This is an optimization exercise on Yosys and OpenROAD, whose aim is small area, a short achievable clock period and few clock cycles, not a production implementation. The RTL was checked by simulation tests, not by an equivalence proof against the original design.

Setup of P:
## van_der_pol_simple
module van_der_pol_simple(
    input wire clk,
    input wire rst,
    input wire start,
    input wire [31:0] x_init,
    input wire [31:0] u_init,
    input wire [31:0] dt,
    input wire [31:0] mu,
    input wire [31:0] t_max,
    output wire [31:0] x_out,
    output wire [31:0] u_out,
    output wire [31:0] t_out,
    output reg done,
    output reg valid
);
Size: roughly 7,100 cells after synthesis, about 260 I/O pins.
==> flow/config.mk <==
export PLATFORM = sky130hd
export DESIGN_NAME = van_der_pol_simple
export DESIGN_NICKNAME = van_der_pol_simple
export VERILOG_FILES = /design/flow/design.v
export SDC_FILE = /design/flow/constraint.sdc
export NUM_CORES = 4
export LEC_CHECK = 0
export CAP_MARGIN = 20
export CORE_MARGIN = 2
export CORE_UTILIZATION = 40
export SLEW_MARGIN = 20
==> flow/constraint.sdc <==
create_clock -name core_clock -period 40.0 [get_ports {clk}]
set_input_delay 8.0000 -clock core_clock [delete_from_list [all_inputs] [get_ports {clk}]]
set_output_delay 8.0000 -clock core_clock [all_outputs]
set_load 0.01 [all_outputs]
standard.sh (not shown) runs the stock make flow with config.mk's settings and CLKGATE_MAP_FILE= SYNTH_SCRIPT=/design/flow/synth_recipe.tcl, a recipe that flattens the netlist after the stock synthesis.
==> flow/flow/run.sh <==
#!/bin/bash
set -euo pipefail
export BUFFER_PORTS_ARGS="-buffer_cell sky130_fd_sc_hd__buf_4"
export SETUP_SLACK_MARGIN=31
bash standard.sh > standard.log 2>&1
Having completed the whole flow, P delivered a layout that passed the timing, design-rule and antenna checks.
Testbench counts of P, summed over its fixed seeds: cycles 52,364.
Edits applied to the flow inputs when going from P to Q:
diff --git a/flow/config.mk b/flow/config.mk
--- a/flow/config.mk
+++ b/flow/config.mk
@@ -6,6 +6,6 @@
 export NUM_CORES = 4
 export LEC_CHECK = 0
-export CAP_MARGIN = 20
+export CAP_MARGIN = 0
 export CORE_MARGIN = 2
 export CORE_UTILIZATION = 40
-export SLEW_MARGIN = 20
+export SLEW_MARGIN = 0
### Flow results
Compared to P, Q has total length of routed met3 wires 2.3% higher.
The area growth from synthesis to final layout was comparable across Q and P.
Between Q and P, the difference in fraction of standard cell area in multi-input logic is negligible.
Diff P -> Q: final core utilization now sits at about the same level; post-layout instance area roughly the same; synthesized cell count flat.
Here is what was changed in the inputs of R compared with Q.
==> flow/flow/run.sh <==
#!/bin/bash
set -euo pipefail
export BUFFER_PORTS_ARGS="-buffer_cell sky130_fd_sc_hd__buf_1"
export SETUP_SLACK_MARGIN=30.6
bash standard.sh > standard.log 2>&1
diff --git a/flow/config.mk b/flow/config.mk
--- a/flow/config.mk
+++ b/flow/config.mk
@@ -6,6 +6,7 @@
 export NUM_CORES = 4
 export LEC_CHECK = 0
-export CAP_MARGIN = 0
+export ABC_AREA = 1
+export CAP_MARGIN = 20
 export CORE_MARGIN = 2
 export CORE_UTILIZATION = 40
-export SLEW_MARGIN = 0
+export SLEW_MARGIN = 20
## What came out
The flow did not stop early for R: all stages ran, and the layout cleared the timing, design-rule and antenna checks. A source of the critical timing path of xc[22] is what Q shows, while u[10] belongs to R. Delta (R minus Q): sequential share of layout area increased 0.66 points, height of the die down about 2.7%. R vs. Q: critical path's largest stage delay +40 ps, initial antenna violation count +15, global routing usage summed across all routing layers +4.6 points, hold slack -85 ps, filler-free cell count of the finished design +about 1.2%. Where final non-filler cell area is concerned, Q is outperformed by R.
Relative to R, the following input files were edited for S:
diff --git a/flow/config.mk b/flow/config.mk
--- a/flow/config.mk
+++ b/flow/config.mk
@@ -6,7 +6,6 @@
 export NUM_CORES = 4
 export LEC_CHECK = 0
-export ABC_AREA = 1
 export CAP_MARGIN = 20
 export CORE_MARGIN = 2
-export CORE_UTILIZATION = 40
+export CORE_UTILIZATION = 65
 export SLEW_MARGIN = 20
==> comparison <==
Looking at the reports, S completed the entire flow and the layout it produced met the timing, design-rule and antenna checks. u[10] as the timing startpoint of the critical path was reported by R, and xc[11] by S. Diff R and S: insertion delay to the later sink of the worst-skew pair higher in S. | number of multi-input logic gates | S vs R | 129 higher |. Compared with R, S shows a minimum setup slack after placement that is 460 ps lower. S vs R: sum of met3 wire segment lengths after detailed routing up by a few percent. The number of nets in the finished design reported for S is smaller than that of R by 343. R → S: setup slack down 22 ps; fmax flat. S reports a higher met3 track demand over resource in global routing than R does. Final-layout non-clock buffer area share delta (R -> S): insignificant. Looking at number of nets produced by synthesis, S sits 124 lower than R does.
#### Input delta (T over S)
diff --git a/flow/config.mk b/flow/config.mk
--- a/flow/config.mk
+++ b/flow/config.mk
@@ -8,4 +8,4 @@
 export CAP_MARGIN = 20
 export CORE_MARGIN = 2
-export CORE_UTILIZATION = 65
+export CORE_UTILIZATION = 40
 export SLEW_MARGIN = 20
Results
Utilization sits lower in T than in S. Changes observed in T relative to S: worst-margin pin slew shows a reduction of 120 ps; cell area shows an increase of 1.6%; total wire length after detailed routing shows an increase of 7.5%; standard-cell row count shows an increase of about 28%; routed length on met3 shows a reduction of 14%.

-- re-timing with driven ports --
The flow's constraints put no driver on any port. The routed layouts listed below were extracted and timed again, unchanged, in two steps.
Step 1: set_driving_cell puts a clkbuf_16 on clk and a buf_2 on each other input, an assumption about the parent block.
Step 2 times the ports against the registers' clock, not the clock port: input delays grow and output delays shrink by t, the midpoint of the rising clock arrivals with the driver on.
Slacks: ideal ports / drivers / drivers and shift; pairs: ideal ports / drivers.
| run | t, ns | slack for setup (ns) | worst slew at a driven data input, ns |
|---|---|---|---|
| P | 0.691 | 30.567 / 30.500 / 30.814 | 0.11 |
| Q | 0.689 | 30.562 / 30.495 / 30.815 | 0.11 |
| R | 0.630 | 30.588 / 30.529 / 30.721 | 0.20 |
| S | 0.653 | 30.566 / 30.502 / 30.855 | 0.10 |
| T | 0.663 | 30.568 / 30.505 / 30.780 | 0.19 |
After both steps every run listed still meets setup and hold.
